This design comes from an exercise in tuning for small area and a short achievable clock period on the open sky130 flow, not from production work. In this exercise RTL edits were held to simulation tests only and were not proved equivalent to the original. Power figures rest on the tool's default switching activity, not on a simulated workload.

Design cordic, start of the top module:
module cordic (
    input wire signed [31:0] angle,
    input wire clk, reset,
    output wire signed [31:0] x, y
);
Settings: LEC_CHECK=0, ABC_AREA=1, CAP_MARGIN=20, CORE_MARGIN=2, CORE_UTILIZATION=60, CTS_BUF_LIST=sky130_fd_sc_hd__clkbuf_4 sky130_fd_sc_hd__clkbuf_8, SETUP_SLACK_MARGIN=2.8, SLEW_MARGIN=20; clock period 5.0 ns.
standard.sh (not shown) runs the stock make flow with config.mk's settings and CLKGATE_MAP_FILE= SYNTH_SCRIPT=/design/flow/synth_recipe.tcl, a recipe that flattens the netlist after the stock synthesis.
==> flow/flow/run.sh <==
#!/bin/bash
# Standard ORFS layout, except that the port buffers are plain buffers
# (buf_1) instead of the delay cells buffer_ports picks by default.
set -euo pipefail
export BUFFER_PORTS_ARGS="-buffer_cell sky130_fd_sc_hd__buf_1"
bash standard.sh finish > flow_standard.log 2>&1
The baseline passed the timing, design-rule and antenna checks.
Then changed:
==> flow/flow/run.sh (replaced) <==
#!/bin/bash
# Standard ORFS layout, except that the port buffers are plain buffers
# (buf_2) instead of the delay cells buffer_ports picks by default.
set -euo pipefail
export BUFFER_PORTS_ARGS="-buffer_cell sky130_fd_sc_hd__buf_2"
bash standard.sh finish > flow_standard.log 2>&1
- ABC_AREA: 1 -> unset
- SETUP_SLACK_MARGIN: 2.8 -> 2.7
The new run went through all stages and came out clean; die area is lower by 0.40%; core utilization went up by 4.6 points; worst setup slack got worse by 370 ps; power rose by 1.4%; cell area is higher by 6.5%; global-route usage came out lower by 0.74 points; critical path depth falls by 1; clock-buffer cell count goes up by 1; area after synthesis came out lower by 0.42%; routed wire length came out higher by 2.5%; sequential share of layout area goes down by 2.3 points.
Then changed:
==> flow/flow/run.sh (replaced) <==
#!/bin/bash
# Standard ORFS layout, except that the port buffers are plain buffers
# (buf_1) instead of the delay cells buffer_ports picks by default.
set -euo pipefail
export BUFFER_PORTS_ARGS="-buffer_cell sky130_fd_sc_hd__buf_1"
bash standard.sh finish > flow_standard.log 2>&1
- ABC_AREA: unset -> 1
- CORE_UTILIZATION: 60 -> 65
- SETUP_SLACK_MARGIN: 2.7 -> 2.9
Design area fell by 6.1%.
Count of clock-buffer cells in the layout stays the same.
Hold slack hardly moves.
Synthesized area rose by 0.43%.
Sequential power fell by about 0.7%.
Then changed:
- CORE_UTILIZATION: 65 -> 60
- SETUP_SLACK_MARGIN: 2.9 -> 2.85
- SYNTH_HIERARCHICAL: unset -> 1
Critical path depth does not change.
Clock-buffer cell count came out lower by 1.
Sequential power barely changes.
Then changed:
- CAP_MARGIN: 20 -> 10
- SETUP_SLACK_MARGIN: 2.85 -> 2.9
- SLEW_MARGIN: 20 -> 10
- SYNTH_HIERARCHICAL: 1 -> unset
What happened: The new run finished with timing, DRC and antenna clean. Worst setup slack gains 16 ps. Non-clock buffer count does not change. Clock skew falls by 8.7 ps. Power drops by 1.1%. Die area shrinks by 8.0%. Critical path depth is unchanged. Flip-flop and latch count stays the same. Wire length decreases by 5.0%.
Then changed:
==> flow/flow/run.sh (replaced) <==
#!/bin/bash
# Standard ORFS layout, except that the port buffers are plain buffers
# (buf_2) instead of the delay cells buffer_ports picks by default.
set -euo pipefail
export BUFFER_PORTS_ARGS="-buffer_cell sky130_fd_sc_hd__buf_2"
bash standard.sh finish > flow_standard.log 2>&1
- CAP_MARGIN: 10 -> 20
- SETUP_SLACK_MARGIN: 2.9 -> 2.7
- SLEW_MARGIN: 10 -> 20
Outcome:
- hold slack gets worse by 6.5 ps
- power decreases by 0.34%
- design area increases by 0.83%
- maximum frequency decreases by 4.3%
- worst setup slack gets worse by 91 ps
- critical path depth increases by 9
- combinational power hardly moves
- sequential power stays flat
- core utilization increases by 0.55 points
- non-clock buffer count decreases by 4
- area after synthesis is unchanged


## v9
cordic again, from the RTL that the note above started with.
clock: 5.0 ns
lec_check: 0
abc_area: 1
cap_margin: 20
core_margin: 2
core_utilization: 60
cts_buf_list: sky130_fd_sc_hd__clkbuf_4 sky130_fd_sc_hd__clkbuf_8
setup_slack_margin: 2.9
slew_margin: 20
==> flow/flow/run.sh <==
#!/bin/bash
# Standard ORFS layout, except that the port buffers are plain buffers
# (buf_1) instead of the delay cells buffer_ports picks by default.
set -euo pipefail
export BUFFER_PORTS_ARGS="-buffer_cell sky130_fd_sc_hd__buf_1"
bash standard.sh finish > flow_standard.log 2>&1
Changes in v37 relative to v9:
# v9
export LEC_CHECK = 0
export ABC_AREA = 1
export CAP_MARGIN = 20
export CORE_MARGIN = 2
export CORE_UTILIZATION = 60
export CTS_BUF_LIST = sky130_fd_sc_hd__clkbuf_4 sky130_fd_sc_hd__clkbuf_8
export SETUP_SLACK_MARGIN = 2.9
export SLEW_MARGIN = 20
create_clock -name core_clock -period 5.0 [get_ports {clk}]
# v37
export LEC_CHECK = 0
export ABC_AREA = 1
export CAP_MARGIN = 20
export CORE_MARGIN = 2
export CORE_UTILIZATION = 60
export CTS_BUF_LIST = sky130_fd_sc_hd__clkbuf_4 sky130_fd_sc_hd__clkbuf_8
export SETUP_SLACK_MARGIN = 2.9
export SLEW_MARGIN = 20
export TNS_END_PERCENT = 100
create_clock -name core_clock -period 5.0 [get_ports {clk}]
Findings:
The antenna diode count was comparable across v37 and v9.
v37 vs. v9: core utilization has remained practically unchanged; relative contribution of the clock network to total power roughly the same; number of gates resized after cts now sits at about the same level; routed wire length has remained practically unchanged; area of all placed cells without fillers flat.
Edits applied to the flow inputs when going from v37 to v59:
# v37
export LEC_CHECK = 0
export ABC_AREA = 1
export CAP_MARGIN = 20
export CORE_MARGIN = 2
export CORE_UTILIZATION = 60
export CTS_BUF_LIST = sky130_fd_sc_hd__clkbuf_4 sky130_fd_sc_hd__clkbuf_8
export SETUP_SLACK_MARGIN = 2.9
export SLEW_MARGIN = 20
export TNS_END_PERCENT = 100
create_clock -name core_clock -period 5.0 [get_ports {clk}]
# v59
export LEC_CHECK = 0
export ABC_AREA = 1
export CAP_MARGIN = 20
export CORE_MARGIN = 2
export CORE_UTILIZATION = 60
export CTS_BUF_LIST = sky130_fd_sc_hd__clkbuf_4 sky130_fd_sc_hd__clkbuf_8
export SETUP_SLACK_MARGIN = 2.85
export SLEW_MARGIN = 20
create_clock -name core_clock -period 5.0 [get_ports {clk}]
Final worst-path setup slack was higher in v37 than in v59.
Changes observed in v59 relative to v37: total wire length essentially unchanged; fmax now sits lower.


job 5674:
Starting RTL as in the previous note.
clock: 5.0 ns
lec_check: 0
abc_area: 1
cap_margin: 20
core_margin: 2
core_utilization: 60
cts_buf_list: sky130_fd_sc_hd__clkbuf_4 sky130_fd_sc_hd__clkbuf_8
setup_slack_margin: 3.0
slew_margin: 20
Scripts as last shown in full above: flow/flow/run.sh
Job 5674: all stages complete, timing, DRC and antenna checks passed
Here is what was changed in the inputs of job 9424 compared with job 5674.
- SETUP_SLACK_MARGIN changed from 3.0 to 2.85
- CTS_CLUSTER_DIAMETER newly set to 80
- CTS_CLUSTER_SIZE newly set to 40
## What came out
Compared with job 5674, in job 9424 internal power went down 1.6%; total power went down 0.034 mW; first-pass GRT wire length went down about 3%. Top achievable clock speed went up slightly going from job 5674 to job 9424. Routed wire length (job 5674 / job 9424): 1.08. Count of H-tree levels built during CTS came out exactly the same in job 5674 and job 9424.
diff inputs: job 9424 => job 7869
- SETUP_SLACK_MARGIN changed from 2.85 to 2.9
- CTS_CLUSTER_DIAMETER removed (was 80)
- CTS_CLUSTER_SIZE removed (was 40)
- GPL_TIMING_DRIVEN newly set to 0
## What came out
Compared with job 9424, job 7869 shows a power share of the clock group that is 0.4 points lower.
Standard cell with the maximum stage delay on the critical path = sky130_fd_sc_hd__o21ai_0: job 9424; standard cell with the maximum stage delay on the critical path = sky130_fd_sc_hd__dfxtp_4: job 7869
Against job 9424 as the reference, job 7869 delivers a higher final period utilization.
Comparing job 9424 and job 7869, the lower worst endpoint required time was measured on job 7869.
Power consumption essentially unchanged between job 7869 and job 9424.
Job 7869 vs job 9424 — routed wire length on met3 rose about 17%.
Job 7869 closes out successfully: all stages finished, all timing, DRC and antenna checks passed.
Against job 9424, the final cell area of job 7869 is higher.


Setup of build 80:
Starting RTL as in the previous note.
==> flow/design.v (excerpt) <==
module cordic (
    input wire signed [31:0] angle,
    input wire clk, reset,
    output wire signed [31:0] x, y
);
Settings: LEC_CHECK=0, ABC_AREA=1, CAP_MARGIN=20, CORE_MARGIN=2, CORE_UTILIZATION=60, CTS_BUF_LIST=sky130_fd_sc_hd__clkbuf_4 sky130_fd_sc_hd__clkbuf_8, SETUP_SLACK_MARGIN=2.7, SLEW_MARGIN=20; clock period 5.0 ns.
Scripts as last shown in full above: flow/flow/run.sh
Build 80 reached the end of the flow, and the finished layout is clean on the timing, design-rule and antenna checks.
#### Input delta (build 35 over build 80)
-- flow/config.mk --
<<< build 80, line 10
export CORE_MARGIN = 2
export CORE_UTILIZATION = 60
export CTS_BUF_LIST = sky130_fd_sc_hd__clkbuf_4 sky130_fd_sc_hd__clkbuf_8
export SETUP_SLACK_MARGIN = 2.7
export SLEW_MARGIN = 20
>>> build 35, line 10
export CORE_MARGIN = 2
export CORE_UTILIZATION = 65
export CTS_BUF_LIST = sky130_fd_sc_hd__clkbuf_4 sky130_fd_sc_hd__clkbuf_8
export SETUP_SLACK_MARGIN = 2.85
export SLEW_MARGIN = 20
Notes after the runs:
No stage failed in build 35, and the final checks on the layout all came back clean. Build 35 against build 80: combinational cell fraction of total power now sits higher; longest individual stage delay on the worst path shows an increase of 0.03 ns; number of filler cells placed in the layout fell about 17%; half-perimeter wire length after detailed placement down about 1.5%. Build 80 reports its slowest cell on the critical path as sky130_fd_sc_hd__dfxtp_1 while build 35 reports sky130_fd_sc_hd__buf_1. There was hardly any difference in combinational group power between build 35 and build 80. Compared build 80 against build 35; cell area within noise. Against build 80, wire length reported by the detailed router in build 35 fell slightly.
[inputs] build 79 vs build 35
==> flow/config.mk <==
export PLATFORM = sky130hd
export DESIGN_NAME = cordic
export DESIGN_NICKNAME = cordic
export VERILOG_FILES = /design/flow/design.v
export SDC_FILE = /design/flow/constraint.sdc
export NUM_CORES = 4
export LEC_CHECK = 0
export ABC_AREA = 1
export CAP_MARGIN = 0
export CORE_MARGIN = 2
export CORE_UTILIZATION = 60
export CTS_BUF_LIST = sky130_fd_sc_hd__clkbuf_4 sky130_fd_sc_hd__clkbuf_8
export SETUP_SLACK_MARGIN = 2.9
export SLEW_MARGIN = 0
Results
Build 79 vs build 35 — height of the die climbed by a few percent. Looking at clock-buffer cell count, build 79 sits 1 below build 35. [compare] base=build 35 new=build 79: power attributed to the clock group +6.7%; final clock period utilization by the worst path decreased 1.2 points; placer congestion estimate fell 5.0%; first-pass GRT wire length shrank by about 1.7%; clock network power share now sits higher. Overall power after layout: build 79 worse than build 35.

-- separate check: timing with driven ports --
No port has a modelled driver above. Below, the same layouts with a new extraction and two added sets of constraints. Step 1 (the two cells are an assumption about what drives the block):
set clk [get_ports {clk}]
set_driving_cell -lib_cell sky130_fd_sc_hd__clkbuf_16 $clk
set_driving_cell -lib_cell sky130_fd_sc_hd__buf_2 [delete_from_list [all_inputs] $clk]
Step 2, shift: input delay + t, output delay - t, t = (earliest + latest rising clock arrival at the registers) / 2. This alone moves slack from input paths to output paths. Slacks: no drivers / after step 1 / after step 2; pairs: no drivers / after step 1.
run	t (ns)	setup WS [ns]	slew at the worst register clock pin (ns)	cell pins on the clock port's net
the first run of note 1	0.388	2.941 / 2.941 / 2.663	0.10 / 0.10	1
the second run of note 1	0.391	2.572 / 2.554 / 2.163	0.10 / 0.10	1
the third run of note 1	0.390	2.984 / 2.949 / 2.658	0.10 / 0.10	1
the fourth run of note 1	0.384	2.978 / 2.950 / 2.650	0.11 / 0.11	1
the fifth run of note 1	0.386	2.994 / 2.964 / 2.664	0.10 / 0.10	1
the sixth run of note 1	0.378	2.902 / 2.891 / 2.588	0.10 / 0.10	1
v9	0.386	2.994 / 2.964 / 2.664	0.10 / 0.10	1
v37	0.386	2.994 / 2.964 / 2.664	0.10 / 0.10	1
v59	0.386	2.962 / 2.962 / 2.663	0.10 / 0.10	1
job 5674	0.396	2.946 / 2.916 / 2.715	0.11 / 0.11	1
job 9424	0.386	2.962 / 2.962 / 2.663	0.10 / 0.10	1
job 7869	0.390	2.853 / 2.823 / 2.623	0.10 / 0.10	1
build 80	0.387	2.905 / 2.886 / 2.554	0.10 / 0.10	1
build 35	0.390	2.935 / 2.948 / 2.558	0.10 / 0.10	1
build 79	0.386	2.994 / 2.964 / 2.664	0.10 / 0.10	1
After both steps setup and hold are still met in every run listed. For the second run of note 1, which loses most, drivers alone change the setup slack by -0.018 ns; drivers and shift together by -0.409 ns.
